Source: an optimization exercise on an open RTL-to-GDS flow (aim: small area). Production flows keep margins and buffers that such runs may drop. Where RTL was checked, it was by simulation tests only, not by an equivalence proof against the original. Function not checked in runs 1 to 4: the RTL went through the layout flow alone. Power figures rest on the tool's default switching activity, not on a simulated workload.

File: flow/design.v
module sync_block (
    input         clock,
    input         reset,
    input  [7:0]  strategy_sel,
    input         start,
    input         fg_opto,
    input         phase,
    input         wire_sensor,
    input         detector_ready,
    input  [31:0] fg_open_delay,
    input  [31:0] detector_ready_timeout,
    input  [31:0] phase_shift,
    input  [31:0] detonate_len,
    input  [31:0] trigger_len,
    output        detonator_triggered,
    output        output_trigger,
    output        valid_scenario,
    output [7:0]  scenario_state
);
localparam [3:0] IDLE = 4'd0, FG_WAIT_OPTO = 4'd1, FG_WAIT_OPEN = 4'd2, DETONATE = 4'd3,
                 WIRE_TRIGGER = 4'd4, WAIT_PHASE_FRONT = 4'd5, WAIT_PHASE_DELAY = 4'd6,
                 TRIGGER_PROLONG = 4'd7, DETECTOR_BUSY = 4'd8, DETECTOR_WAIT = 4'd9,
                 DETECTOR_FINISHED = 4'd10;
wire s0 = (strategy_sel == 8'd0);
wire s1 = (strategy_sel == 8'd1);
wire s2 = (strategy_sel == 8'd2);
wire s3 = (strategy_sel == 8'd3);
wire s4 = (strategy_sel == 8'd4);
wire valid = s1 | s2 | s3 | s4;
reg [3:0]  st;       
reg [31:0] cq;        
localparam [31:0] CPOL = 32'hFFFFFFFF;
wire [31:0] cnt = cq ^ CPOL;
reg        det, trig;
reg        start_p, fg_p, wire_p, phase_p;
wire start_e = start & ~start_p;
wire fg_e    = fg_opto & ~fg_p;
wire wire_e  = wire_sensor & ~wire_p;
wire phase_e = phase & ~phase_p;
wire is_fgo  = (st == FG_WAIT_OPEN);
wire is_det  = (st == DETONATE);
wire is_wpd  = (st == WAIT_PHASE_DELAY);
wire is_tp   = (st == TRIGGER_PROLONG);
wire is_db   = (st == DETECTOR_BUSY);
wire is_dw   = (st == DETECTOR_WAIT);
wire is_test = s0 & st[0];
wire [31:0] lim = ({32{is_fgo}} & fg_open_delay) | ({32{is_det}} & detonate_len) |
                  ({32{is_tp}} & trigger_len) | ({32{is_wpd}} & phase_shift) |
                  ({32{is_dw}} & detector_ready_timeout);
function automatic borrow_out(input [31:0] c, input [31:0] l, input integer lo, input integer n, input bin);
    integer k;
    reg b;
    begin
        b = bin;
        for (k = lo; k < lo + n; k = k + 1)
            b = (~c[k] & l[k]) | (~c[k] & b) | (l[k] & b);
        borrow_out = b;
    end
endfunction
wire bs0 = borrow_out(cnt, lim, 0, 5, 1'b0);
wire bs1_0 = borrow_out(cnt, lim, 5, 5, 1'b0);
wire bs1_1 = borrow_out(cnt, lim, 5, 5, 1'b1);
wire bs1 = bs0 ? bs1_1 : bs1_0;
wire bs2_0 = borrow_out(cnt, lim, 10, 5, 1'b0);
wire bs2_1 = borrow_out(cnt, lim, 10, 5, 1'b1);
wire bs2 = bs1 ? bs2_1 : bs2_0;
wire bs3_0 = borrow_out(cnt, lim, 15, 5, 1'b0);
wire bs3_1 = borrow_out(cnt, lim, 15, 5, 1'b1);
wire bs3 = bs2 ? bs3_1 : bs3_0;
wire bs4_0 = borrow_out(cnt, lim, 20, 6, 1'b0);
wire bs4_1 = borrow_out(cnt, lim, 20, 6, 1'b1);
wire bs4 = bs3 ? bs4_1 : bs4_0;
wire bs5_0 = borrow_out(cnt, lim, 26, 6, 1'b0);
wire bs5_1 = borrow_out(cnt, lim, 26, 6, 1'b1);
wire bs5 = bs4 ? bs5_1 : bs5_0;
wire lt = bs5;
genvar gi;
wire inc  = is_test | ((is_fgo | is_det | is_tp | is_wpd) & lt) | (is_dw & lt & ~detector_ready);
wire keep = inc | is_tp | is_db;
wire [31:0] all_ones_below;
assign all_ones_below[0] = 1'b1;
generate for (gi = 1; gi < 32; gi = gi + 1) begin : g_inc
    assign all_ones_below[gi] = all_ones_below[gi-1] & cnt[gi-1];
end endgenerate
reg [3:0] st_n;
always @(*) begin
    st_n = st;
    if (s0) begin
        if (st == IDLE && start) st_n = FG_WAIT_OPTO;
    end else if (valid) begin
        case (st)
            IDLE:              if (start_e) st_n = FG_WAIT_OPTO;
            FG_WAIT_OPTO:      if (fg_e) st_n = FG_WAIT_OPEN;
            FG_WAIT_OPEN:      if (!lt) st_n = s2 ? TRIGGER_PROLONG : s4 ? WAIT_PHASE_FRONT : DETONATE;
            DETONATE:          if (!lt) st_n = WIRE_TRIGGER;
            WIRE_TRIGGER:      if (wire_e) st_n = s1 ? TRIGGER_PROLONG : WAIT_PHASE_FRONT;
            WAIT_PHASE_FRONT:  if (phase_e) st_n = WAIT_PHASE_DELAY;
            WAIT_PHASE_DELAY:  if (!lt) st_n = TRIGGER_PROLONG;
            TRIGGER_PROLONG:   if (!lt) st_n = (s2 | s4) ? IDLE : DETECTOR_BUSY;
            DETECTOR_BUSY:     if (~detector_ready) st_n = DETECTOR_WAIT;
            DETECTOR_WAIT:     if (!(lt & ~detector_ready)) st_n = DETECTOR_FINISHED;
            DETECTOR_FINISHED: if (~start) st_n = IDLE;
            default:           st_n = IDLE;
        endcase
    end
end
always @(posedge clock) begin
    start_p <= start;
    fg_p    <= fg_opto;
    wire_p  <= wire_sensor;
    phase_p <= phase;
    cq <= CPOL ^ ((cnt ^ ({32{inc}} & all_ones_below)) & {32{keep & ~reset}});
    if (reset) begin
        st   <= IDLE;
        det  <= 1'b0;
        trig <= 1'b0;
    end else begin
        st   <= st_n;
        det  <= is_det & lt;
        trig <= (is_tp & lt) | (s3 & is_wpd & ~lt);
    end
end
reg [3:0] st_out;
always @(*) begin
    st_out = st;
    if (s1 & st[3]) st_out = st - 4'd2;                    
    if (s1 & st == TRIGGER_PROLONG) st_out = 4'd5;
    if (s2 & st == TRIGGER_PROLONG) st_out = 4'd3;
    if (s4 & st[2] & (st[1] | st[0])) st_out = st - 4'd2;  
end
assign detonator_triggered = det;
assign output_trigger      = trig;
assign valid_scenario      = valid;
assign scenario_state      = {cnt[6:3] & {4{s0}}, (cnt[2:0] & {3{s0}}) | st_out[3:1], st_out[0]};
endmodule
File: flow/flow/run.sh
#!/bin/bash
# Standard layout, with these changes:
#  - the port buffers use the smallest buffer cell (buf_1);
#  - synthesis maps logic with an area-oriented ABC script (flow/abc_area.script);
#  - clock tree synthesis uses clkbuf_8 buffers and no dummy loads.
# Every tool's output goes to a log file in this folder.
set -euo pipefail
HERE=$(pwd)
mkdir -p "$HERE/scripts"
cp -r "$FLOW_HOME/scripts/." "$HERE/scripts/"
cp "$HERE/flow/abc_area.script" "$HERE/scripts/abc_area.script"
export SCRIPTS_DIR="$HERE/scripts"
export ABC_AREA=1
export BUFFER_PORTS_ARGS="-buffer_cell sky130_fd_sc_hd__buf_1"
export CTS_ARGS="-sink_clustering_enable -repair_clock_nets -buf_list sky130_fd_sc_hd__clkbuf_8 -dont_use_dummy_load"
bash standard.sh > standard_flow.log 2>&1
File: flow/flow/abc_area.script
strash
&get -n
&st
&dch
&nf -R 50
&put
topo
File: flow/standard.sh
#!/bin/bash
# synth_recipe.tcl (not shown) runs the flow's synth.tcl, then flattens the netlist and writes it again
# the make line also repeats each setting of config.mk as NAME=value (left out here)
make -C /OpenROAD-flow-scripts/flow DESIGN_CONFIG=/design/flow/config.mk WORK_HOME=/design/flow/orfs CLKGATE_MAP_FILE= SYNTH_SCRIPT=/design/flow/synth_recipe.tcl "${@:-finish}"
File: flow/config.mk
export PLATFORM = sky130hd
export DESIGN_NAME = sync_block
export DESIGN_NICKNAME = sync_block
export VERILOG_FILES = /design/flow/design.v
export SDC_FILE = /design/flow/constraint.sdc
export NUM_CORES = 4
export LEC_CHECK = 0
export CAP_MARGIN = 5
export CORE_MARGIN = 2
export CORE_UTILIZATION = 50
export GPL_TIMING_DRIVEN = 0
export PLACE_DENSITY = 0.75
export SETUP_SLACK_MARGIN = 0.2
export SLEW_MARGIN = 5
File: flow/constraint.sdc
create_clock -name core_clock -period 6.0 [get_ports {clock}]
set_input_delay 1.2000 -clock core_clock [delete_from_list [all_inputs] [get_ports {clock}]]
set_output_delay 1.2000 -clock core_clock [all_outputs]
set_load 0.01 [all_outputs]
==> results of run 1 <==
layer usage:
metal,share of wire (%),vias up,global-route usage (%)
met5,0,-,0
met4,1.2,0,8.83
met3,7.8,13,4.02
met2,49,206,50.3
met1,42,1961,36.3
li1,-,2061,-
sequential cells by signal (all words and copies together), names as in the netlist:
name     flops
cq          32
det          1
fg_p         1
phase_p      1
st           4
start_p      1
trig         1
wire_p       1
power groups by stage:
stage / sequential (W) / combinational (W) / clock (W)
3_3_place_gp: 0.000288 / 0.0000604 / 0
5_1_grt: 0.000281 / 0.0000745 / 0.000177
4_1_cts: 0.000281 / 0.0000664 / 0.000169
3_5_place_dp: 0.000288 / 0.0000620 / 0
2_1_floorplan: 0.000288 / 0.0000142 / 0
6_report: 0.000281 / 0.0000675 / 0.000166
worst min path at each step:
stage	from	endpoint	cells past startpoint
after CTS	cq[12]$_DFF_P_	cq[12]$_DFF_P_	2
after floorplan	cq[25]$_DFF_P_	cq[25]$_DFF_P_	2
after global placement	cq[25]$_DFF_P_	cq[25]$_DFF_P_	2
final	cq[12]$_DFF_P_	cq[12]$_DFF_P_	2
after global routing	cq[15]$_DFF_P_	cq[15]$_DFF_P_	2
after detailed placement	cq[12]$_DFF_P_	cq[12]$_DFF_P_	2
layout by cell type (no fill, tap or decap), types with 4 or more instances in the layout:
cell / n
a222oi_1: 32
nor2b_1: 4
dfxtp_1: 38
clkbuf_8: 5
xnor2_1: 5
nand2_1: 81
maj3_2: 4
o21ai_0: 25
nor3_1: 8
a31oi_1: 5
a22oi_1: 35
a22o_1: 4
or3_1: 7
clkinv_1: 11
o211ai_1: 10
buf_1: 186
a21oi_1: 18
xor2_1: 4
o22ai_1: 10
buf_4: 6
nor2_1: 20
nand3_1: 21
cell families after synthesis:
family / synth area share, %
simple gates: 26.0
compound gates: 37.8
flops: 27.3
buf+inv: 1.46
xor+xnor: 2.56
fa+ha+maj: 2.76
mux: 2.07
area by class of cell:
cell class,count,share of cell area [%]
buffer,1,0.0895
clock buffer,5,1.64
inverter,11,0.984
multi-input combinational,357,55.9
sequential,42,20.2
tap,75,2.24
timing repair buffer,194,18.9
worst reg2reg max path: stages, from the launching register on:
cell and delay, ps:
dfxtp_2 400, nor2b_1 190, and2_4 280, a222oi_1 470, a21oi_1 130, maj3_2 340, maj3_2 300, maj3_2 290
maj3_2 320, mux2_4 310, mux2_4 330, mux2i_4 190, mux2i_2 290, mux2_4 220, nand2_4 50, nor2_4 120
a221oi_4 50, or4_4 490, or3_4 350, or3_4 350, or3_1 330, xor2_1 140, nand2_1 60
timing repair:
item                                    CTS  global route
endpoints found under the setup margin   34            18
pin swaps                                 8             4
cloned                                    0             1
resized for setup                        18             3
setup buffers                             6             1
hold buffers                              0             0
through the flow:
stage                     cell area [µm²]  setup slack [ps]  utilization, %  instances
after floorplan                      3150              -288               -        410
after global routing                 4190              -356            70.8        685
after global placement               3940             -1590            66.5        670
final                                4190              -207            70.8        685
after CTS                            4160              -248            70.3        683
after detailed placement             3990             -1310            67.5        672
==> impl_metrics.py, run 1 <==
metrics = {
    "final_layout": {
        "seq_area_um2": 848,
        "n_antenna_cell": 0,
        "multi_input_area_um2": 2340,
        "drive_above_1_share_pct": 6.89,
        "layout.nets": 789,
        "fill_cells": 522,
        "syn2layout_area_growth_pct": 36.2,
    },
    "die": {
        "rows": 28,
        "fp.dieH_um": 82.5,
        "io_pins": 186,
        "initial_core_util_pct": 52.0,
        "die_area_um2": 6800,
        "die_x_um": 82.5,
        "core_um2": 5920,
    },
    "grt": {
        "grt_max_degree": 35,
        "grt_usage_pct": 28.7,
        "overflow": 0,
        "grt_pass1_vias": 3481,
        "grt_pass1_wl_mm": 15.3,
        "grt_antenna_before_repair": 0,
    },
    "sta": {
        "tns_ps": -448,
        "grt_setup_unrepaired": "true",
        "maxSlewHeadroom_pct": 41.0,
        "finalHoldViolCount": 0,
        "tightestPinTransition_ps": 883,
        "fmax_mhz": 161,
        "fin_crit_sh_pct": 103,
        "whs_ps": 513,
        "drv_slew": 0,
        "post-route-min-period_ps": 6210,
        "fin_ws_ps": -207,
        "clock_skew_ps": 7.60,
        "setup_viol": 3,
    },
    "setup_path": {
        "crit_top_cell": "maj3_2",
        "r2r_setup_slack_ps": -130,
        "required_ps": 6160,
        "reg2reg_depth": 22,
        "path_depth": 21,
        "slowest_stage": "or4_4",
        "setup.worst_path.start_class": "input pin",
        "r2r_end": "cq[30]$_DFF_P_",
        "crit_buf_inv": 1,
        "r2r_start": "st[1]$_SDFFE_PP0P_",
        "endpoint": "cq[30]$_DFF_P_",
        "end_kind": "flop",
        "critPathKind": "input pin to flop",
        "max_stage_delay_ps": 490,
        "crit_start": "fg_open_delay[0]",
        "crit_chain": "buf_1, a222oi_1, a21oi_1, maj3_2, maj3_2, maj3_2, maj3_2, mux2_4, mux2_4, mux2i_4, mux2i_2, mux2_4, nand2_4, nor2_4, a221oi_4, or4_4, or3_4, or3_4, or3_1, xor2_1, nand2_1",
        "crit_family": "simple AND/OR/NAND/NOR gates",
        "cp_max_fo": 4,
        "arrival_ps": 6370,
    },
    "pwr": {
        "p_int_w": 0.000392,
        "power.leakage_nw": 1.47,
        "switching_share_pct": 23.9,
        "ir_worst_vdd_mv": 0.101,
        "cellPowerDensity_nw_per_um2": 123,
        "p_seq_share_pct": 54.6,
        "p_comb_share_pct": 13.1,
        "finalPower_w": 0.000515,
        "clock_power_share_pct": 32.3,
        "switchingPower_w": 0.000123,
    },
    "flow_run": {
        "drv_cap": 0,
    },
    "cts": {
        "clk_path_buf_depth": 2,
        "cts_tree": "yes",
        "cts-root-buf": "clkbuf_8",
        "cts_max_level": 2,
        "clk_latency_ps": 290,
        "clkTransAtPathRegs_ps": 80,
        "clock-sinks": 42,
        "numCtsBuffers": 5,
    },
    "route": {
        "vias_per_cell": 6.19,
        "drtPass1Iterations": 6,
        "routedWlPerCell_um": 15.3,
        "drt-total-wl_mm": 10.5,
        "vias": 4241,
        "antenna_left": 0,
        "drt_iter0_drc": 346,
        "drcViolationCount": 0,
    },
    "outcome": {
        "outcome": "complete, but fails checks",
        "check.faults": "setup timing",
    },
    "yosys": {
        "synthTopCellsByArea": "dfxtp_1 27%, a222oi_1 10%, nand2_1 10%",
        "synth_nets": 587,
        "synth_top_flop_cell": "dfxtp_1",
        "ys_seq_area_share_pct": 27.3,
        "synth_cell_types": 41,
        "ys_ff_latch": 42,
        "synth_top_area_cell": "dfxtp_1",
        "synthArstFlopShare_pct": 0,
        "synth_top_area_share_pct": 27.3,
        "synth_enable_flop_cells": 0,
        "syn_area_per_cell_um2": 7.51,
        "synth_commonest_cells": "82 x nand2_1, 42 x dfxtp_1, 35 x a22oi_1",
        "syn_inst": 410,
        "synth.yosys.warnings": 1,
        "netlist_area_um2": 3080,
        "synth.most_common_cell": "nand2_1",
    },
    "placement": {
        "port_buffers": 185,
        "routabilityCongestion": 0.881,
        "hpwl_mm": 7.70,
    },
    "min_path": {
        "hold_class": "flop to flop",
    },
}
==> inputs of run 2 (changes only) <==
--- a/flow/config.mk
+++ b/flow/config.mk
@@ -12,3 +12,3 @@
 export PLACE_DENSITY = 0.75
-export SETUP_SLACK_MARGIN = 0.2
+export SETUP_SLACK_MARGIN = 0.4
 export SLEW_MARGIN = 5
==> impl_metrics.py, run 2 <==
metrics = {
    "placement": {
        "routabilityCongestion": 0.881,
        "port_buffers": 185,
        "hpwl_mm": 7.70,
        "placed_cells": 672,
    },
    "yosys": {
        "synthMuxAreaShare_pct": 2.07,
        "synth.yosys.warnings": 1,
        "ys_ff_latch": 42,
        "syn_area_per_cell_um2": 7.51,
        "synth-simple-area-share_pct": 26.0,
        "synth_nets": 587,
        "netlist_area_um2": 3080,
        "synth_compound_area_share_pct": 37.8,
        "synth_enable_flop_cells": 0,
        "synth_cell_types": 41,
        "synth_top_family_by_area": "compound AO/OA/AOI/OAI gates",
        "synth_commonest_cells": "82 x nand2_1, 42 x dfxtp_1, 35 x a22oi_1",
        "synth_top_area_share_pct": 27.3,
        "synth_top_flop_cell": "dfxtp_1",
        "synth-xor-area-share_pct": 2.56,
        "ys_seq_area_share_pct": 27.3,
        "synth_top_area_cell": "dfxtp_1",
        "synth.most_common_cell": "nand2_1",
        "synthTopCellsByArea": "dfxtp_1 27%, a222oi_1 10%, nand2_1 10%",
        "synthArstFlopShare_pct": 0,
        "syn_inst": 410,
        "synth_fa_ha_area_share_pct": 2.76,
    },
    "grt": {
        "grt_antenna_before_repair": 0,
        "grt_usage_pct": 29.2,
        "grt_pass1_wl_mm": 15.5,
        "overflow": 0,
        "grt_pass1_vias": 3504,
        "grt_max_degree": 35,
    },
    "route": {
        "routedWlPerCell_um": 15.4,
        "drcViolationCount": 0,
        "antenna_left": 0,
        "drt_iter0_drc": 304,
        "vias": 4265,
        "vias_per_cell": 6.14,
        "drtPass1Iterations": 6,
        "drt-total-wl_mm": 10.7,
    },
    "sta": {
        "grt_setup_unrepaired": "true",
        "finalHoldViolCount": 0,
        "clock_skew_ps": 7.37,
        "drv_slew": 0,
        "fin_crit_sh_pct": 104,
        "whs_ps": 518,
        "tightestPinTransition_ps": 976,
        "post-route-min-period_ps": 6230,
        "fmax_mhz": 160,
        "fin_ws_ps": -231,
        "setup_viol": 3,
        "maxSlewHeadroom_pct": 34.4,
    },
    "pwr": {
        "p_comb_share_pct": 13.2,
        "ir_worst_vdd_mv": 0.103,
        "switching_share_pct": 24.0,
        "switchingPower_w": 0.000124,
        "cellPowerDensity_nw_per_um2": 118,
        "p_int_w": 0.000392,
        "p_seq_share_pct": 54.4,
        "power.leakage_nw": 1.55,
        "clock_power_share_pct": 32.4,
    },
    "cts": {
        "clock-sinks": 42,
        "numCtsBuffers": 5,
        "cts_tree": "yes",
        "clk_latency_ps": 290,
        "clkTransAtPathRegs_ps": 80,
        "cts_max_level": 2,
        "cts-root-buf": "clkbuf_8",
        "clk_path_buf_depth": 2,
    },
    "final_layout": {
        "n_antenna_cell": 0,
        "final_common_cell": "buf_1",
        "drive_above_1_share_pct": 10.0,
        "largest_reg_flops": 32,
        "reg.largest.list": "cq: 32 flops, st: 4 flops",
        "final_cell_mix": "186 x buf_1, 80 x nand2_1, 38 x dfxtp_1, 35 x a22oi_1, 32 x a222oi_1",
        "syn2layout_area_growth_pct": 41.6,
        "layout.nets": 799,
        "largest_register": "cq",
        "fill_cells": 484,
        "fin_cells": 695,
    },
    "flow_run": {
        "drv_cap": 0,
    },
    "setup_path": {
        "critPathKind": "input pin to flop",
        "crit_top_cell": "maj3_2",
        "slowest_stage": "or4_4",
        "max_stage_delay_ps": 490,
        "setup.worst_path.start_class": "input pin",
        "end_kind": "flop",
        "required_ps": 6170,
        "arrival_ps": 6400,
        "cp_max_fo": 4,
        "crit_chain": "buf_1, a222oi_1, a21oi_1, maj3_2, maj3_2, maj3_2, maj3_2, mux2_4, mux2_4, mux2i_4, mux2i_2, mux2_4, nand2_4, nor2_4, a221oi_4, or4_4, or3_4, or3_4, or3_1, xor2_1, nand2_1",
    },
    "die": {
        "die_area_um2": 6800,
        "fp.dieH_um": 82.5,
        "initial_core_util_pct": 52.0,
        "io_pins": 186,
        "die_x_um": 82.5,
        "rows": 28,
        "core_um2": 5920,
    },
    "outcome": {
        "outcome": "complete, but fails checks",
        "check.faults": "setup timing",
    },
    "min_path": {
        "hold_class": "flop to flop",
    },
}
==> run 2: cell counts after synthesis <==
Identical to the previous run, type by type.
==> run 2: critical path: cells and delay by family <==
| kind | cells | cell delay (ps) |
|---|---|---|
| AOI/OAI and AO/OA | 3 | 620 |
| xor gates and xnor gates | 1 | 140 |
| adders and majority gates | 4 | 1270 |
| buffers and inverters | 1 | 70 |
| muxes | 5 | 1330 |
| and+or+nand+nor | 7 | 1750 |
==> run 2: logic make-up (layout without fill, tap and decap cells) <==
logic type                 Yosys count  count (layout)
DFF                                 42              42
buffers and inverters               12             221
adders and majority gates            8               8
muxes                                6               6
xor gates and xnor gates             9               9
and+or+nand+nor                    174             174
AOI/OAI and AO/OA                  159             160
==> run 2: cell type report <==
class	instances	area, µm²	share of cell area, %
clock buffer	5	68.8	1.58
sequential	42	848	19.5
buffer	1	3.75	0.0861
timing repair buffer	204	887	20.4
multi-input combinational	357	2410	55.3
tap	75	93.8	2.15
inverter	11	45.0	1.03
==> run 2: per-layer routing <==
metal  track usage (%)  up-vias  wire length [µm]
li1                  -     2084                 -
met1              37.3     1991              4580
met2              51.1      182              5310
met3              3.80        8               740
met4              8.67        0                81
met5                 0        -                 0
==> run 2: path summary, 6_finish.rpt <==
path | slack [ps] | depth (start not counted) | startpoint | endpoint
setup / recovery | -230 | 21 | fg_open_delay[0] | cq[30]$_DFF_P_
hold reg to reg | 520 | 2 | cq[12]$_DFF_P_ | cq[12]$_DFF_P_
hold / removal | 520 | 2 | cq[12]$_DFF_P_ | cq[12]$_DFF_P_
setup reg to reg | -160 | 22 | st[1]$_SDFFE_PP0P_ | cq[30]$_DFF_P_
==> run 2: what timing repair did <==
item | in CTS | in global routing
hold endpoints to repair | 0 | 0
pin swaps | 9 | 9
gates cloned | 1 | 0
buffers inserted | 6 | 11
gates resized for setup | 18 | 24
endpoints found under the setup margin | 36 | 30
hold buffers | 0 | 0
==> run 2: per-stage QoR <==
step	TNS, ps	power [W]	utilization (%)	setup slack [ps]	instance area [µm²]
4_1_cts	-571	0.000517	70.4	-246	4170
5_1_grt	-1190	0.000533	73.6	-373	4360
3_3_place_gp	-32620	0.000348	66.5	-1590	3940
6_report	-534	0.000516	73.6	-231	4360
2_1_floorplan	-447	0.000302	-	-288	3150
3_5_place_dp	-21990	0.000350	67.5	-1310	3990
==> run 2: power groups by stage <==
| stage | Sequential (W) | Clock (W) | Combinational, W |
|---|---|---|---|
| after floorplan | 0.000288 | 0 | 0.0000142 |
| after global placement | 0.000288 | 0 | 0.0000604 |
| after detailed placement | 0.000288 | 0 | 0.0000620 |
| after CTS | 0.000281 | 0.000169 | 0.0000667 |
| after global routing | 0.000281 | 0.000177 | 0.0000750 |
| final | 0.000281 | 0.000167 | 0.0000679 |
==> inputs of run 3 (changes only) <==
--- a/flow/design.v
+++ b/flow/design.v
@@ -30,5 +30,4 @@
 reg [3:0]  st;       
-reg [31:0] cq;        
-localparam [31:0] CPOL = 32'hFFFFFFFF;
-wire [31:0] cnt = cq ^ CPOL;
+reg [32:0] cq;
+wire [32:0] cnt = ~cq;
 reg        det, trig;
@@ -59,25 +58,16 @@
 endfunction
-wire bs0 = borrow_out(cnt, lim, 0, 5, 1'b0);
-wire bs1_0 = borrow_out(cnt, lim, 5, 5, 1'b0);
-wire bs1_1 = borrow_out(cnt, lim, 5, 5, 1'b1);
+wire bs0 = borrow_out(cnt[31:0], lim, 0, 11, is_dw);
+wire bs1_0 = borrow_out(cnt[31:0], lim, 11, 11, 1'b0);
+wire bs1_1 = borrow_out(cnt[31:0], lim, 11, 11, 1'b1);
 wire bs1 = bs0 ? bs1_1 : bs1_0;
-wire bs2_0 = borrow_out(cnt, lim, 10, 5, 1'b0);
-wire bs2_1 = borrow_out(cnt, lim, 10, 5, 1'b1);
+wire bs2_0 = borrow_out(cnt[31:0], lim, 22, 10, 1'b0);
+wire bs2_1 = borrow_out(cnt[31:0], lim, 22, 10, 1'b1);
 wire bs2 = bs1 ? bs2_1 : bs2_0;
-wire bs3_0 = borrow_out(cnt, lim, 15, 5, 1'b0);
-wire bs3_1 = borrow_out(cnt, lim, 15, 5, 1'b1);
-wire bs3 = bs2 ? bs3_1 : bs3_0;
-wire bs4_0 = borrow_out(cnt, lim, 20, 6, 1'b0);
-wire bs4_1 = borrow_out(cnt, lim, 20, 6, 1'b1);
-wire bs4 = bs3 ? bs4_1 : bs4_0;
-wire bs5_0 = borrow_out(cnt, lim, 26, 6, 1'b0);
-wire bs5_1 = borrow_out(cnt, lim, 26, 6, 1'b1);
-wire bs5 = bs4 ? bs5_1 : bs5_0;
-wire lt = bs5;
+wire lt = ~cnt[32] & bs2;
 genvar gi;
-wire inc  = is_test | ((is_fgo | is_det | is_tp | is_wpd) & lt) | (is_dw & lt & ~detector_ready);
-wire keep = inc | is_tp | is_db;
-wire [31:0] all_ones_below;
+wire inc  = is_test | is_fgo | is_det | is_tp | is_wpd | is_dw;
+wire keep = is_test | is_tp | is_db | ((is_fgo | is_det | is_wpd) & lt) | (is_dw & lt & ~detector_ready);
+wire [32:0] all_ones_below;
 assign all_ones_below[0] = 1'b1;
-generate for (gi = 1; gi < 32; gi = gi + 1) begin : g_inc
+generate for (gi = 1; gi < 33; gi = gi + 1) begin : g_inc
     assign all_ones_below[gi] = all_ones_below[gi-1] & cnt[gi-1];
@@ -111,3 +101,3 @@
     phase_p <= phase;
-    cq <= CPOL ^ ((cnt ^ ({32{inc}} & all_ones_below)) & {32{keep & ~reset}});
+    cq <= ~((cnt ^ ({33{inc}} & all_ones_below)) & {33{keep & ~reset}});
     if (reset) begin
--- a/flow/config.mk
+++ b/flow/config.mk
@@ -12,3 +12,2 @@
 export PLACE_DENSITY = 0.75
-export SETUP_SLACK_MARGIN = 0.4
 export SLEW_MARGIN = 5
==> impl_metrics.py, run 3 <==
metrics = {
    "outcome": {
        "outcome": "complete, no violations",
    },
    "yosys": {
        "synth.yosys.warnings": 1,
        "synth_top_area_share_pct": 27.6,
        "synth_top_area_cell": "dfxtp_1",
        "synth_commonest_cells": "71 x nand2_1, 43 x dfxtp_1, 37 x a22oi_1, 37 x o21ai_0, 32 x a222oi_1",
        "synthArstFlopShare_pct": 0,
        "syn_inst": 412,
        "synth_enable_flop_cells": 0,
        "synth_cell_types": 45,
        "ys_ff_latch": 43,
        "synth_nets": 589,
        "syn_area_per_cell_um2": 7.57,
        "synthTopCellsByArea": "dfxtp_1 28%, a222oi_1 10%, a22oi_1 8.9%",
        "synth.most_common_cell": "nand2_1",
        "ys_seq_area_share_pct": 27.6,
        "netlist_area_um2": 3120,
        "synth_top_flop_cell": "dfxtp_1",
    },
    "route": {
        "routedWlPerCell_um": 16.3,
        "vias": 4297,
        "antenna_left": 0,
        "drcViolationCount": 0,
        "drtPass1Iterations": 6,
        "drt-total-wl_mm": 11.1,
        "vias_per_cell": 6.28,
        "drt_iter0_drc": 508,
    },
    "final_layout": {
        "syn2layout_area_growth_pct": 33.9,
        "largest_reg_flops": 33,
        "n_antenna_cell": 0,
        "final_common_cell": "buf_1",
        "layout.nets": 788,
        "seq_area_um2": 873,
        "largest_register": "cq",
        "fill_cells": 553,
        "multi_input_area_um2": 2320,
        "reg.largest.list": "cq: 33 flops, st: 4 flops",
        "final_cell_mix": "186 x buf_1, 68 x nand2_1, 39 x dfxtp_1, 37 x a22oi_1, 37 x o21ai_0",
        "utilization_pct": 69.7,
        "drive_above_1_share_pct": 4.60,
    },
    "cts": {
        "clk_path_buf_depth": 2,
        "numCtsBuffers": 5,
        "cts-root-buf": "clkbuf_8",
        "clkTransAtPathRegs_ps": 80,
        "clk_latency_ps": 290,
        "cts_tree": "yes",
        "clock-sinks": 43,
        "cts_hold_buf": 0,
        "cts_max_level": 2,
    },
    "sta": {
        "post-route-min-period_ps": 5690,
        "clock_skew_ps": 12.8,
        "whs_ps": 528,
        "maxSlewHeadroom_pct": 35.0,
        "tns_ps": 0,
        "fmax_mhz": 176,
        "tightestPinTransition_ps": 974,
        "setup_viol": 0,
        "drv_slew": 0,
        "finalHoldViolCount": 0,
        "fin_crit_sh_pct": 94.9,
        "grt_setup_unrepaired": "false",
        "fin_ws_ps": 308,
    },
    "pwr": {
        "ir_worst_vdd_mv": 0.0928,
        "finalPower_w": 0.000502,
        "cellPowerDensity_nw_per_um2": 120,
        "power.leakage_nw": 1.36,
    },
    "setup_path": {
        "cp_max_fo": 18,
        "setup.worst_path.start_class": "flop",
        "critPathKind": "flop to flop",
        "required_ps": 6170,
        "end_kind": "flop",
        "arrival_ps": 5860,
    },
    "die": {
        "initial_core_util_pct": 52.0,
        "die_x_um": 83.0,
        "die_area_um2": 6880,
        "rows": 28,
        "io_pins": 186,
        "core_um2": 5990,
        "fp.dieH_um": 83.0,
    },
    "grt": {
        "grt_max_degree": 38,
        "grt_pass1_vias": 4089,
        "overflow": 0,
        "grt_antenna_before_repair": 0,
        "grt_usage_pct": 30.4,
        "grt_pass1_wl_mm": 18.1,
    },
    "placement": {
        "port_buffers": 185,
        "place_ws_ps": -837,
        "routabilityCongestion": 0.855,
        "hpwl_mm": 8.08,
    },
    "flow_run": {
        "drv_cap": 0,
    },
    "min_path": {
        "hold_class": "flop to flop",
    },
}
[run 3: changes by cell type in the layout (fill, tap and decap cells not counted), sizes merged, moves of 4 or more]
cell    before  now
nand2       82   71
a21boi       2    6
buf        205  191
a31oi        5    0
nor4         4    8
nor2        22   27
o21ai       25   37
o211ai      10    2
and2         6    1
[run 3: critical path, stage by stage (launching register included)]
cell	delay, ps
dfxtp_4	460
clkinvlp_4	190
nand2_2	160
nor2_4	120
buf_8	180
a222oi_1	290
nand2_1	130
o221ai_1	210
nand2_1	90
maj3_1	360
maj3_1	370
maj3_1	360
maj3_1	330
maj3_1	360
o21ai_0	90
a21oi_1	110
a221oi_2	190
nor2_1	110
mux2i_1	230
mux2_1	190
nand2_1	120
o21a_2	300
a21oi_4	170
buf_12	160
a21boi_0	190
o21ai_0	100
[run 3: stage by stage]
stage / instance area [µm²] / std cells
after floorplan: 3130 / 412
after CTS: 4130 / 683
final: 4180 / 684
after global placement: 3920 / 672
after global routing: 4180 / 684
after detailed placement: 4010 / 675
[run 3: area by class of cell]
| type | count | area share, % |
|---|---|---|
| sequential | 43 | 20.9 |
| multi-input combinational | 362 | 55.6 |
| inverter | 8 | 0.809 |
| tap | 75 | 2.25 |
| timing repair buffer | 190 | 18.7 |
| buffer | 1 | 0.0899 |
| clock buffer | 5 | 1.65 |
[run 3: timing repair]
item | 4_1_cts | 5_1_grt
pin swaps | 2 | 1
setup buffers | 2 | 0
endpoints found under the setup margin | 36 | 37
cloned | 1 | 1
gates resized for setup | 6 | 12
[run 3: kinds of logic after synthesis]
logic type | count (synthesis) | share of synthesized area, %
flops | 43 | 27.6
buf+inv | 9 | 1.08
xor+xnor | 6 | 1.69
fa+ha+maj | 11 | 3.69
mux | 3 | 1.00
simple gates | 167 | 25.1
compound gates | 173 | 39.8
[run 3: metal layers]
metal / GRT usage, % / vias to the layer above / share of wire, %
met5: 0 / - / 0
met3: 5.17 / 17 / 8.4
met2: 54.7 / 232 / 49
li1: - / 2094 / -
met4: 11.0 / 0 / 1.7
met1: 36.1 / 1954 / 41
[run 3: worst paths after layout]
check             depth (start not counted)             end  slack, ps          startpoint
hold / removal                            2   cq[3]$_DFF_P_        530       cq[3]$_DFF_P_
hold reg to reg                           2   cq[3]$_DFF_P_        530       cq[3]$_DFF_P_
setup reg to reg                         25  cq[12]$_DFF_P_        310  st[2]$_SDFFE_PP0P_
setup / recovery                         25  cq[12]$_DFF_P_        310  st[2]$_SDFFE_PP0P_
[run 3: report_power, final]
group	internal (W)	switching [W]	total [W]
logic	0.0000277	0.0000223	0.0000501
clock network	0.0000752	0.0000908	0.000166
registers	0.000285	0.000000753	0.000286
==> inputs of run 4 (changes only) <==
==> flow/flow/abc_area.script (replaced) <==
strash
&get -n
&st
&dch
&nf -R 100
&put
topo
--- a/flow/config.mk
+++ b/flow/config.mk
@@ -9,5 +9,4 @@
 export CORE_MARGIN = 2
-export CORE_UTILIZATION = 50
+export CORE_UTILIZATION = 65
 export GPL_TIMING_DRIVEN = 0
-export PLACE_DENSITY = 0.75
 export SLEW_MARGIN = 5
==> impl_metrics.py, run 4 <==
metrics = {
    "outcome": {
        "outcome": "complete, no violations",
    },
    "yosys": {
        "synth_cell_types": 44,
        "synthTopCellsByArea": "dfxtp_1 28%, a222oi_1 10%, a22oi_1 9.2%",
        "synth_top_flop_cell": "dfxtp_1",
        "syn_inst": 407,
        "synth.yosys.warnings": 1,
        "syn_area_per_cell_um2": 7.61,
        "synth_nets": 584,
        "synth_enable_flop_cells": 0,
        "ys_ff_latch": 43,
        "synth_commonest_cells": "65 x nand2_1, 43 x dfxtp_1, 40 x o21ai_0",
        "ys_seq_area_share_pct": 27.8,
        "synth_top_area_cell": "dfxtp_1",
        "synth.most_common_cell": "nand2_1",
        "synthArstFlopShare_pct": 0,
        "synth_top_area_share_pct": 27.8,
        "netlist_area_um2": 3100,
    },
    "setup_path": {
        "cp_max_fo": 19,
        "crit_top_cell": "maj3_1",
        "critPathKind": "flop to flop",
        "required_ps": 6200,
        "crit_chain": "clkinvlp_4, nand2_4, nor2_4, a222oi_1, nand2_1, o221ai_1, nand2_1, maj3_1, maj3_1, maj3_1, maj3_1, maj3_1, o21ai_0, a21oi_1, a221oi_1, nor2_1, mux2i_2, mux2_1, nand2_1, o21a_1, a21oi_4, buf_4, a21boi_0, o21ai_0",
        "r2r_end": "cq[26]$_DFF_P_",
        "reg2reg_depth": 24,
        "r2r_setup_slack_ps": 180,
        "end_kind": "flop",
        "setup.worst_path.start_class": "flop",
        "r2r_start": "st[3]$_SDFFE_PP0P_",
        "max_stage_delay_ps": 480,
        "arrival_ps": 6020,
        "slowest_stage": "dfxtp_4",
    },
    "min_path": {
        "hold_depth": 1,
        "hp-start": "cq[14]$_DFF_P_",
        "hold_end": "cq[14]$_DFF_P_",
        "hold_class": "flop to flop",
    },
    "flow_run": {
        "drv_cap": 0,
    },
    "sta": {
        "clock_skew_ps": 24.5,
        "drv_slew": 0,
        "fmax_mhz": 172,
        "tightestPinTransition_ps": 952,
        "fin_crit_sh_pct": 97.0,
        "finalHoldViolCount": 0,
        "maxSlewHeadroom_pct": 36.3,
        "post-route-min-period_ps": 5820,
        "setup_viol": 0,
        "tns_ps": 0,
        "whs_ps": 550,
    },
    "cts": {
        "cts_tree": "yes",
        "clk_latency_ps": 310,
        "clk_path_buf_depth": 2,
        "cts_hold_buf": 0,
        "cts_max_level": 2,
        "clkTransAtPathRegs_ps": 90,
        "numCtsBuffers": 5,
        "clock-sinks": 43,
        "cts-root-buf": "clkbuf_8",
    },
    "pwr": {
        "cellPowerDensity_nw_per_um2": 127,
        "power.leakage_nw": 1.39,
        "finalPower_w": 0.000528,
        "ir_worst_vdd_mv": 0.0987,
    },
    "placement": {
        "routabilityCongestion": 0.906,
        "hpwl_mm": 8.36,
        "port_buffers": 185,
        "placed_cell_area_um2": 3970,
    },
    "final_layout": {
        "largest_reg_flops": 33,
        "design_area_um2": 4160,
        "reg.largest.list": "cq: 33 flops, st: 4 flops",
        "syn2layout_area_growth_pct": 34.4,
        "final_cell_mix": "186 x buf_1, 62 x nand2_1, 40 x o21ai_0, 39 x dfxtp_1, 38 x a22oi_1",
        "n_antenna_cell": 0,
        "drive_above_1_share_pct": 5.74,
        "layout.nets": 789,
        "fill_cells": 249,
        "final_common_cell": "buf_1",
        "largest_register": "cq",
        "utilization_pct": 89.3,
    },
    "grt": {
        "grt_max_degree": 38,
        "grt_usage_pct": 45.7,
        "grt_pass1_wl_mm": 19.4,
        "grt_pass1_vias": 4173,
        "overflow": 0,
        "grt_antenna_before_repair": 0,
    },
    "die": {
        "die_x_um": 73.0,
        "io_pins": 186,
        "core_um2": 4660,
        "fp.dieH_um": 73.0,
        "die_area_um2": 5330,
        "rows": 25,
        "initial_core_util_pct": 66.4,
    },
    "route": {
        "vias": 4894,
        "drt-total-wl_mm": 13.1,
        "vias_per_cell": 7.37,
        "drcViolationCount": 0,
        "drt_iter0_drc": 1084,
        "antenna_left": 0,
        "routedWlPerCell_um": 19.8,
        "drtPass1Iterations": 12,
    },
}
==> run 4: changes by cell type in the layout (fill, tap and decap cells not counted), sizes merged, moves of 2 or more <==
cell | before | now
a211oi | 5 | 7
a21o | 3 | 1
buf | 191 | 197
clkinvlp | 1 | 3
nand2 | 71 | 65
o21ai | 37 | 40
==> run 4: worst max-delay path: cells and delay by family (launching register included) <==
family                     cells  cell delay (ps)
buffers and inverters          2              390
adders and majority gates      5             1820
and+or+nand+nor                6              820
DFF                            1              480
AOI/OAI and AO/OA              9             1590
muxes                          2              630
==> run 4: how the worst max path moves through the flow <==
stage | cells after the start | slack (ps) | startpoint | to
4_1_cts | 23 | 90 | st[3]$_SDFFE_PP0P_ | cq[12]$_DFF_P_
5_1_grt | 24 | -30 | st[3]$_SDFFE_PP0P_ | cq[26]$_DFF_P_
6_report | 24 | 180 | st[3]$_SDFFE_PP0P_ | cq[26]$_DFF_P_
2_1_floorplan | 22 | 230 | st[3]$_SDFFE_PP0P_ | cq[22]$_DFF_P_
3_3_place_gp | 22 | -940 | st[3]$_SDFFE_PP0P_ | cq[22]$_DFF_P_
3_5_place_dp | 22 | -770 | st[3]$_SDFFE_PP0P_ | cq[22]$_DFF_P_
==> run 4: routing by layer <==
metal,global-route usage [%],vias up,wire length [µm]
li1,-,2090,-
met1,56.6,2165,4520
met2,76.6,517,6060
met3,9.53,122,1790
met4,18.9,0,770
met5,0,-,0
==> run 4: layout make-up <==
| class | count | area (µm²) | area share (%) |
|---|---|---|---|
| Tap cell | 54 | 67.6 | 1.62 |
| Multi-Input combinational cell | 356 | 2280 | 54.8 |
| Inverter | 9 | 45.0 | 1.08 |
| Timing Repair Buffer | 196 | 820 | 19.7 |
| Buffer | 1 | 3.75 | 0.0902 |
| Clock buffer | 5 | 68.8 | 1.65 |
| Sequential cell | 43 | 876 | 21.1 |
==> run 4: kinds of logic (layout without fill, tap and decap cells) <==
logic type | count (synthesis) | in the layout | synth area share, %
compound gates | 174 | 175 | 40.1
mux | 3 | 3 | 1.01
simple gates | 160 | 161 | 24.4
fa+ha+maj | 11 | 11 | 3.72
xor+xnor | 6 | 6 | 1.70
flops | 43 | 43 | 27.8
buf+inv | 10 | 211 | 1.21
==> run 4: what timing repair did <==
item | 4_1_cts | 5_1_grt
cloned | 1 | 1
gates resized for setup | 3 | 16
pin swaps | 2 | 1
buffers inserted | 7 | 0
endpoints found under the setup margin | 35 | 37
==> run 4: power by group <==
group          internal, W  switching, W
sequential        0.000286    0.00000140
clock            0.0000753      0.000101
combinational    0.0000334     0.0000318
total             0.000394      0.000134
==> run 4: through the flow <==
stage | worst slack (ps) | std cells
finish | 180 | 664
global route | -25.5 | 664
detailed placement | -774 | 650
floorplan | 235 | 407
global placement | -939 | 646
CTS | 90.9 | 663
==> inputs of run 5 (changes only) <==
--- a/flow/design.v
+++ b/flow/design.v
@@ -58,10 +58,19 @@
 endfunction
-wire bs0 = borrow_out(cnt[31:0], lim, 0, 11, is_dw);
-wire bs1_0 = borrow_out(cnt[31:0], lim, 11, 11, 1'b0);
-wire bs1_1 = borrow_out(cnt[31:0], lim, 11, 11, 1'b1);
+wire bs0 = borrow_out(cnt[31:0], lim, 0, 5, is_dw);
+wire bs1_0 = borrow_out(cnt[31:0], lim, 5, 5, 1'b0);
+wire bs1_1 = borrow_out(cnt[31:0], lim, 5, 5, 1'b1);
 wire bs1 = bs0 ? bs1_1 : bs1_0;
-wire bs2_0 = borrow_out(cnt[31:0], lim, 22, 10, 1'b0);
-wire bs2_1 = borrow_out(cnt[31:0], lim, 22, 10, 1'b1);
+wire bs2_0 = borrow_out(cnt[31:0], lim, 10, 5, 1'b0);
+wire bs2_1 = borrow_out(cnt[31:0], lim, 10, 5, 1'b1);
 wire bs2 = bs1 ? bs2_1 : bs2_0;
-wire lt = ~cnt[32] & bs2;
+wire bs3_0 = borrow_out(cnt[31:0], lim, 15, 5, 1'b0);
+wire bs3_1 = borrow_out(cnt[31:0], lim, 15, 5, 1'b1);
+wire bs3 = bs2 ? bs3_1 : bs3_0;
+wire bs4_0 = borrow_out(cnt[31:0], lim, 20, 6, 1'b0);
+wire bs4_1 = borrow_out(cnt[31:0], lim, 20, 6, 1'b1);
+wire bs4 = bs3 ? bs4_1 : bs4_0;
+wire bs5_0 = borrow_out(cnt[31:0], lim, 26, 6, 1'b0);
+wire bs5_1 = borrow_out(cnt[31:0], lim, 26, 6, 1'b1);
+wire bs5 = bs4 ? bs5_1 : bs5_0;
+wire lt = ~cnt[32] & bs5;
 genvar gi;
==> flow/flow/abc_area.script (replaced) <==
strash
&get -n
&st
&dch
&nf -R 50
&put
topo
--- a/flow/config.mk
+++ b/flow/config.mk
@@ -9,4 +9,5 @@
 export CORE_MARGIN = 2
-export CORE_UTILIZATION = 65
+export CORE_UTILIZATION = 50
 export GPL_TIMING_DRIVEN = 0
+export PLACE_DENSITY = 0.75
 export SLEW_MARGIN = 5
==> impl_metrics.py, run 5 <==
metrics = {
    "outcome": {
        "outcome": "complete, no violations",
    },
    "final_layout": {
        "largest_reg_flops": 33,
        "reg.largest.list": "cq: 33 flops, st: 4 flops",
        "n_antenna_cell": 0,
        "syn2layout_area_growth_pct": 32.3,
        "fill_cells": 548,
        "layout.nets": 796,
        "drive_above_1_share_pct": 3.24,
        "largest_register": "cq",
        "final_common_cell": "buf_1",
        "final_cell_mix": "186 x buf_1, 76 x nand2_1, 40 x dfxtp_1, 35 x a22oi_1, 32 x a222oi_1",
    },
    "setup_path": {
        "arrival_ps": 5730,
        "crit_start": "st[1]$_SDFFE_PP0P_",
        "r2r_end": "cq[26]$_DFF_P_",
        "setup.worst_path.start_class": "flop",
        "critPathKind": "flop to flop",
        "r2r_start": "st[1]$_SDFFE_PP0P_",
        "r2r_setup_slack_ps": 450,
        "reg2reg_depth": 23,
        "required_ps": 6180,
        "cp_max_fo": 22,
        "end_kind": "flop",
        "endpoint": "cq[26]$_DFF_P_",
    },
    "sta": {
        "drv_slew": 0,
        "finalHoldViolCount": 0,
        "clock_skew_ps": 13.7,
        "whs_ps": 498,
        "tightestPinTransition_ps": 906,
        "post-route-min-period_ps": 5550,
        "fin_crit_sh_pct": 92.5,
        "setup_viol": 0,
        "grt_setup_unrepaired": "false",
        "maxSlewHeadroom_pct": 39.4,
        "fmax_mhz": 180,
        "fin_ws_ps": 449,
    },
    "yosys": {
        "syn_area_per_cell_um2": 7.49,
        "synthArstFlopShare_pct": 0,
        "synth_top_area_share_pct": 27.3,
        "synth.most_common_cell": "nand2_1",
        "synth_enable_flop_cells": 0,
        "synth_top_area_cell": "dfxtp_1",
        "synth_commonest_cells": "76 x nand2_1, 43 x dfxtp_1, 35 x a22oi_1",
        "netlist_area_um2": 3150,
        "synthTopCellsByArea": "dfxtp_1 27%, a222oi_1 10%, nand2_1 9.1%",
        "syn_inst": 421,
        "synth.yosys.warnings": 1,
        "synth_top_flop_cell": "dfxtp_1",
        "synth_cell_types": 44,
        "ys_seq_area_share_pct": 27.3,
        "synth_nets": 598,
        "ys_ff_latch": 43,
    },
    "die": {
        "io_pins": 186,
        "die_area_um2": 6950,
        "initial_core_util_pct": 52.6,
        "rows": 28,
        "fp.dieH_um": 83.4,
        "core_um2": 5990,
        "die_x_um": 83.4,
    },
    "grt": {
        "grt_usage_pct": 28.5,
        "grt_antenna_before_repair": 0,
        "grt_pass1_wl_mm": 16.9,
        "grt_max_degree": 38,
        "overflow": 0,
        "grt_pass1_vias": 3879,
    },
    "cts": {
        "cts_hold_buf": 0,
        "cts_max_level": 2,
        "clkTransAtPathRegs_ps": 80,
        "cts-root-buf": "clkbuf_8",
        "clk_latency_ps": 300,
        "numCtsBuffers": 5,
        "clock-sinks": 43,
        "cts_tree": "yes",
        "clk_path_buf_depth": 2,
    },
    "pwr": {
        "ir_worst_vdd_mv": 0.127,
        "cellPowerDensity_nw_per_um2": 123,
        "power.leakage_nw": 1.41,
    },
    "route": {
        "drtPass1Iterations": 8,
        "routedWlPerCell_um": 15.0,
        "drcViolationCount": 0,
        "drt-total-wl_mm": 10.4,
        "drt_iter0_drc": 316,
        "vias_per_cell": 6.11,
        "vias": 4228,
        "antenna_left": 0,
    },
    "placement": {
        "routabilityCongestion": 0.892,
        "hpwl_mm": 7.97,
        "place_ws_ps": -220,
        "port_buffers": 185,
    },
    "min_path": {
        "hold_depth": 2,
        "hold_class": "flop to flop",
    },
    "flow_run": {
        "drv_cap": 0,
    },
}
[run 5: changes by cell type after synthesis, sizes merged, moves of 4 or more]
cell | previous run | this run
or4 | 6 | 11
nor2 | 25 | 29
nand2 | 65 | 76
nor2b | 1 | 5
o21ai | 40 | 28
[run 5: worst min path at each step]
stage	from	end	slack, ps
final	cq[19]$_DFF_P_	cq[19]$_DFF_P_	500
after global routing	cq[19]$_DFF_P_	cq[19]$_DFF_P_	530
after CTS	cq[32]$_DFF_P_	cq[32]$_DFF_P_	500
after detailed placement	cq[32]$_DFF_P_	cq[32]$_DFF_P_	480
after global placement	cq[19]$_DFF_P_	cq[19]$_DFF_P_	480
after floorplan	cq[32]$_DFF_P_	cq[32]$_DFF_P_	460
[run 5: what timing repair did]
| action | in CTS | in global routing |
|---|---|---|
| setup buffers | 0 | 1 |
| endpoints found under the hold margin | 0 | 0 |
| endpoints found under the setup margin | 21 | 21 |
| gates cloned | 0 | 0 |
| pin swaps | 0 | 1 |
| resized for setup | 2 | 3 |
[run 5: kinds of logic (layout without fill, tap and decap cells)]
logic type | Yosys count | after routing | synth area share, %
and+or+nand+nor | 187 | 187 | 28.3
AOI/OAI and AO/OA | 161 | 161 | 37.1
DFF | 43 | 43 | 27.3
buffers and inverters | 11 | 207 | 1.31
adders and majority gates | 10 | 10 | 3.33
muxes | 5 | 5 | 1.59
xor gates and xnor gates | 4 | 4 | 1.11
[run 5: worst max-delay path, stage by stage (launching register included)]
cell      delay [ps]
dfxtp_2          450
clkinv_1         190
nand2_1          220
nor2_2           180
buf_16           200
a222oi_1         290
nand2_1          120
o221ai_1         180
nand2_1           80
maj3_1           350
maj3_1           360
maj3_1           400
mux2i_1          230
nand2_1           80
o211ai_1         140
mux2i_1          250
mux2i_1          280
a211o_1          150
nand3_1          230
or2_0            350
a21oi_4          200
buf_4            220
a21boi_0         170
o21ai_0          100
[run 5: layout make-up]
class	count	area (µm²)	area share [%]
buffer	1	3.75	0.0900
clock buffer	5	68.8	1.65
sequential	43	867	20.8
inverter	10	37.5	0.900
multi-input combinational	367	2300	55.1
timing repair buffer	191	802	19.2
tap	75	93.8	2.25
[run 5: per-stage QoR]
step                      setup TNS, ps  area [µm²]  power [W]  util, %  instances
after detailed placement           -990        4080   0.000352     68.1        686
final                                 0        4170   0.000512     69.6        692
after global routing                  0        4170   0.000530     69.6        692
after floorplan                       0        3160   0.000306        -        421
after CTS                             0        4160   0.000514     69.4        691
after global placement           -60650        3950   0.000350     65.9        681
[run 5: power breakdown]
group	leakage, nW	internal, W	switching (W)
sequential	0.351	0.000287	0.000000909
clock	0.0359	0.0000751	0.0000903
combinational	1.03	0.0000315	0.0000273
total	1.41	0.000393	0.000119
[run 5: routing by layer]
layer / GRT usage [%] / vias up / wire length [µm]
li1: - / 2105 / -
met1: 35.3 / 1927 / 4390
met2: 51.1 / 184 / 5050
met3: 4.57 / 12 / 790
met4: 7.60 / 0 / 133
met5: 0 / - / 0
==> inputs of run 6 (changes only) <==
--- a/flow/config.mk
+++ b/flow/config.mk
@@ -9,5 +9,4 @@
 export CORE_MARGIN = 2
-export CORE_UTILIZATION = 50
+export CORE_UTILIZATION = 65
 export GPL_TIMING_DRIVEN = 0
-export PLACE_DENSITY = 0.75
 export SLEW_MARGIN = 5
==> impl_metrics.py, run 6 <==
metrics = {
    "sta": {
        "maxSlewHeadroom_pct": 40.2,
        "fin_crit_sh_pct": 95.8,
        "setup_viol": 0,
        "tns_ps": 0,
        "tightestPinTransition_ps": 894,
        "fmax_mhz": 174,
        "grt_setup_unrepaired": "false",
        "drv_slew": 0,
        "clock_skew_ps": 12.9,
        "finalHoldViolCount": 0,
        "post-route-min-period_ps": 5750,
    },
    "yosys": {
        "synth_top_flop_cell": "dfxtp_1",
        "synthTopCellsByArea": "dfxtp_1 27%, a222oi_1 10%, nand2_1 9.1%",
        "synth.most_common_cell": "nand2_1",
        "synth_top_area_share_pct": 27.3,
        "synth.yosys.warnings": 1,
        "synth_nets": 598,
        "synth_commonest_cells": "76 x nand2_1, 43 x dfxtp_1, 35 x a22oi_1",
        "synth_enable_flop_cells": 0,
        "netlist_area_um2": 3150,
        "synth_cell_types": 44,
        "ys_seq_area_share_pct": 27.3,
        "syn_inst": 421,
        "synthArstFlopShare_pct": 0,
        "synth_top_area_cell": "dfxtp_1",
        "syn_area_per_cell_um2": 7.49,
        "ys_ff_latch": 43,
    },
    "route": {
        "drtPass1Iterations": 9,
        "drt-total-wl_mm": 11.5,
        "routedWlPerCell_um": 17.1,
        "drcViolationCount": 0,
        "vias_per_cell": 6.82,
        "drt_iter0_drc": 672,
        "antenna_left": 0,
        "vias": 4583,
    },
    "die": {
        "core_um2": 4690,
        "fp.dieH_um": 73.6,
        "rows": 25,
        "initial_core_util_pct": 67.2,
        "die_area_um2": 5420,
        "io_pins": 186,
        "die_x_um": 73.6,
    },
    "final_layout": {
        "drive_above_1_share_pct": 3.56,
        "utilization_pct": 88.0,
        "largest_reg_flops": 33,
        "syn2layout_area_growth_pct": 31.0,
        "layout.nets": 797,
        "fill_cells": 285,
        "final_cell_mix": "186 x buf_1, 75 x nand2_1, 40 x dfxtp_1, 35 x a22oi_1, 32 x a222oi_1",
        "fin_cells": 672,
        "largest_register": "cq",
        "reg.largest.list": "cq: 33 flops, st: 4 flops",
        "final_common_cell": "buf_1",
        "n_antenna_cell": 0,
    },
    "cts": {
        "clk_path_buf_depth": 2,
        "clk_latency_ps": 300,
        "clock-sinks": 43,
        "cts_tree": "yes",
        "cts_max_level": 2,
        "cts_hold_buf": 0,
        "cts-root-buf": "clkbuf_8",
        "numCtsBuffers": 5,
        "clkTransAtPathRegs_ps": 80,
    },
    "placement": {
        "port_buffers": 185,
        "placed_cells": 665,
        "routabilityCongestion": 0.927,
        "hpwl_mm": 8.32,
    },
    "min_path": {
        "hold_depth": 2,
        "hold_class": "flop to flop",
        "hp-start": "cq[31]$_DFF_P_",
        "hold_end": "cq[31]$_DFF_P_",
    },
    "setup_path": {
        "cp_max_fo": 37,
        "critPathKind": "flop to flop",
        "reg2reg_depth": 22,
        "crit_chain": "clkinv_1, nand2_2, nor2_4, a222oi_1, nand2_1, o221ai_1, nand2_1, maj3_1, maj3_1, maj3_1, mux2i_1, nand2_1, o211ai_1, mux2i_1, mux2i_1, a211o_1, nand3_1, or2_0, a21oi_4, buf_8, a21boi_0, o21ai_0",
        "end_kind": "flop",
        "r2r_end": "cq[14]$_DFF_P_",
        "r2r_setup_slack_ps": 250,
        "required_ps": 6170,
        "arrival_ps": 5920,
        "slowest_stage": "dfxtp_4",
        "max_stage_delay_ps": 460,
        "r2r_start": "st[3]$_SDFFE_PP0P_",
        "setup.worst_path.start_class": "flop",
        "crit_family": "compound AO/OA/AOI/OAI gates",
        "crit_buf_inv": 2,
    },
    "pwr": {
        "ir_worst_vdd_mv": 0.119,
        "clock_power_share_pct": 32.0,
        "p_int_w": 0.000393,
        "cellPowerDensity_nw_per_um2": 124,
        "p_comb_share_pct": 11.8,
        "switchingPower_w": 0.000119,
        "power.leakage_nw": 1.41,
        "p_seq_share_pct": 56.2,
        "switching_share_pct": 23.3,
    },
    "grt": {
        "grt_usage_pct": 38.8,
        "overflow": 0,
        "grt_antenna_before_repair": 0,
        "grt_pass1_vias": 4076,
        "grt_pass1_wl_mm": 16.8,
        "grt_max_degree": 38,
    },
    "outcome": {
        "outcome": "complete, no violations",
    },
    "flow_run": {
        "drv_cap": 0,
    },
}
-- run 6: cell count changes in the layout (fill, tap and decap cells not counted), sizes merged --
| cell | change |
|---|---|
| buf | +1 |
-- run 6: kinds of logic (layout without fill, tap and decap cells) --
kind of cell	after synthesis	count (layout)	share of synthesized area (%)
flops	43	43	27.3
simple gates	187	187	28.3
compound gates	161	161	37.1
xor+xnor	4	4	1.11
buf+inv	11	208	1.31
fa+ha+maj	10	10	3.33
mux	5	5	1.59
-- run 6: per-layer routing --
metal | routed length [µm] | global-route usage, % | vias up | share of wire, %
li1 | - | - | 2113 | -
met1 | 4270 | 45.0 | 2077 | 37
met2 | 5710 | 67.7 | 344 | 50
met3 | 1130 | 8.64 | 49 | 9.8
met4 | 372 | 17.8 | 0 | 3.2
met5 | 0 | 0 | - | 0
-- run 6: how the worst max path moves through the flow --
stage | startpoint | endpoint | slack [ps] | depth (start not counted)
after floorplan | st[2]$_SDFFE_PP0P_ | cq[22]$_DFF_P_ | 20 | 19
after global placement | st[2]$_SDFFE_PP0P_ | cq[22]$_DFF_P_ | -2050 | 19
after detailed placement | st[3]$_SDFFE_PP0P_ | cq[14]$_DFF_P_ | -340 | 22
after CTS | st[3]$_SDFFE_PP0P_ | cq[14]$_DFF_P_ | 40 | 22
after global routing | st[3]$_SDFFE_PP0P_ | cq[10]$_DFF_P_ | 30 | 22
final | st[3]$_SDFFE_PP0P_ | cq[14]$_DFF_P_ | 250 | 22
-- run 6: power groups by stage --
stage	Clock (W)	Sequential (W)	Combinational, W
after floorplan	0	0.000295	0.0000112
after global placement	0	0.000295	0.0000553
after detailed placement	0	0.000295	0.0000585
after CTS	0.000163	0.000288	0.0000592
after global routing	0.000177	0.000288	0.0000662
final	0.000164	0.000288	0.0000607
-- run 6: through the flow --
stage | hold WS (ps) | area, µm² | total power [W] | worst slack, ps
after global placement | 474 | 3920 | 0.000350 | -2050
final | 519 | 4130 | 0.000512 | 254
after floorplan | 459 | 3160 | 0.000306 | 18.3
after global routing | 552 | 4130 | 0.000531 | 31.7
after CTS | 512 | 4110 | 0.000510 | 38.9
after detailed placement | 497 | 4030 | 0.000353 | -342
-- run 6: layout make-up --
cell class              instances  area (µm²)  share of cell area (%)
well taps                      54        67.6                    1.64
multi-input cells             367        2300                    55.7
inverters                      10        37.5                   0.909
flip-flops and latches         43         867                    21.0
plain buffers                   1        3.75                  0.0909
clock buffers                   5        68.8                    1.67
repair buffers                192         785                    19.0
-- run 6: worst register-to-register path: stages (launching register included) --
cell	delay [ps]
dfxtp_4	460
clkinv_1	190
nand2_2	200
nor2_4	190
a222oi_1	420
nand2_1	120
o221ai_1	180
nand2_1	80
maj3_1	360
maj3_1	360
maj3_1	400
mux2i_1	260
nand2_1	110
o211ai_1	150
mux2i_1	280
mux2i_1	320
a211o_1	150
nand3_1	240
or2_0	360
a21oi_4	210
buf_8	180
a21boi_0	270
o21ai_0	130
-- run 6: repair_timing --
action / in CTS / in global routing
buffers inserted: 0 / 2
setup endpoints to repair: 24 / 21
resized for setup: 2 / 4
pin swaps: 0 / 1

-- port drivers added, routing unchanged --
The results above use ideal ports. As a check the final layouts listed here were re-extracted and re-timed, cells and wires unchanged. Step 1 (the two cells are an assumption about what drives the block):
set clk [get_ports {clock}]
set_driving_cell -lib_cell sky130_fd_sc_hd__clkbuf_16 $clk
set_driving_cell -lib_cell sky130_fd_sc_hd__buf_2 [delete_from_list [all_inputs] $clk]
Step 2 adds t to the input delays and takes it off the output delays; t is the mean of the earliest and latest rising clock arrival at the registers after step 1. Input paths then give back, and output paths get back, about the clock's delay inside the block. Three values: ideal ports, drivers, drivers and shift; two values: the first two.
| run | shift t [ns] | setup WS [ns] | worst hold slack (ns) | worst register clock-pin slew, ns |
|---|---|---|---|---|
| run 1 | 0.320 | -0.207 / -0.196 / -0.516 | 0.513 / 0.513 / 0.513 | 0.08 / 0.08 |
| run 2 | 0.322 | -0.231 / -0.219 / -0.540 | 0.518 / 0.518 / 0.518 | 0.08 / 0.08 |
| run 3 | 0.314 | 0.308 / 0.308 / 0.119 | 0.528 / 0.528 / 0.528 | 0.08 / 0.08 |
| run 4 | 0.330 | 0.180 / 0.180 / -0.089 | 0.550 / 0.550 / 0.550 | 0.09 / 0.09 |
| run 5 | 0.323 | 0.449 / 0.449 / 0.378 | 0.498 / 0.498 / 0.498 | 0.08 / 0.08 |
| run 6 | 0.316 | 0.254 / 0.254 / 0.098 | 0.519 / 0.519 / 0.519 | 0.08 / 0.08 |
Met with ideal ports but missed after step 2: setup timing in run 4.
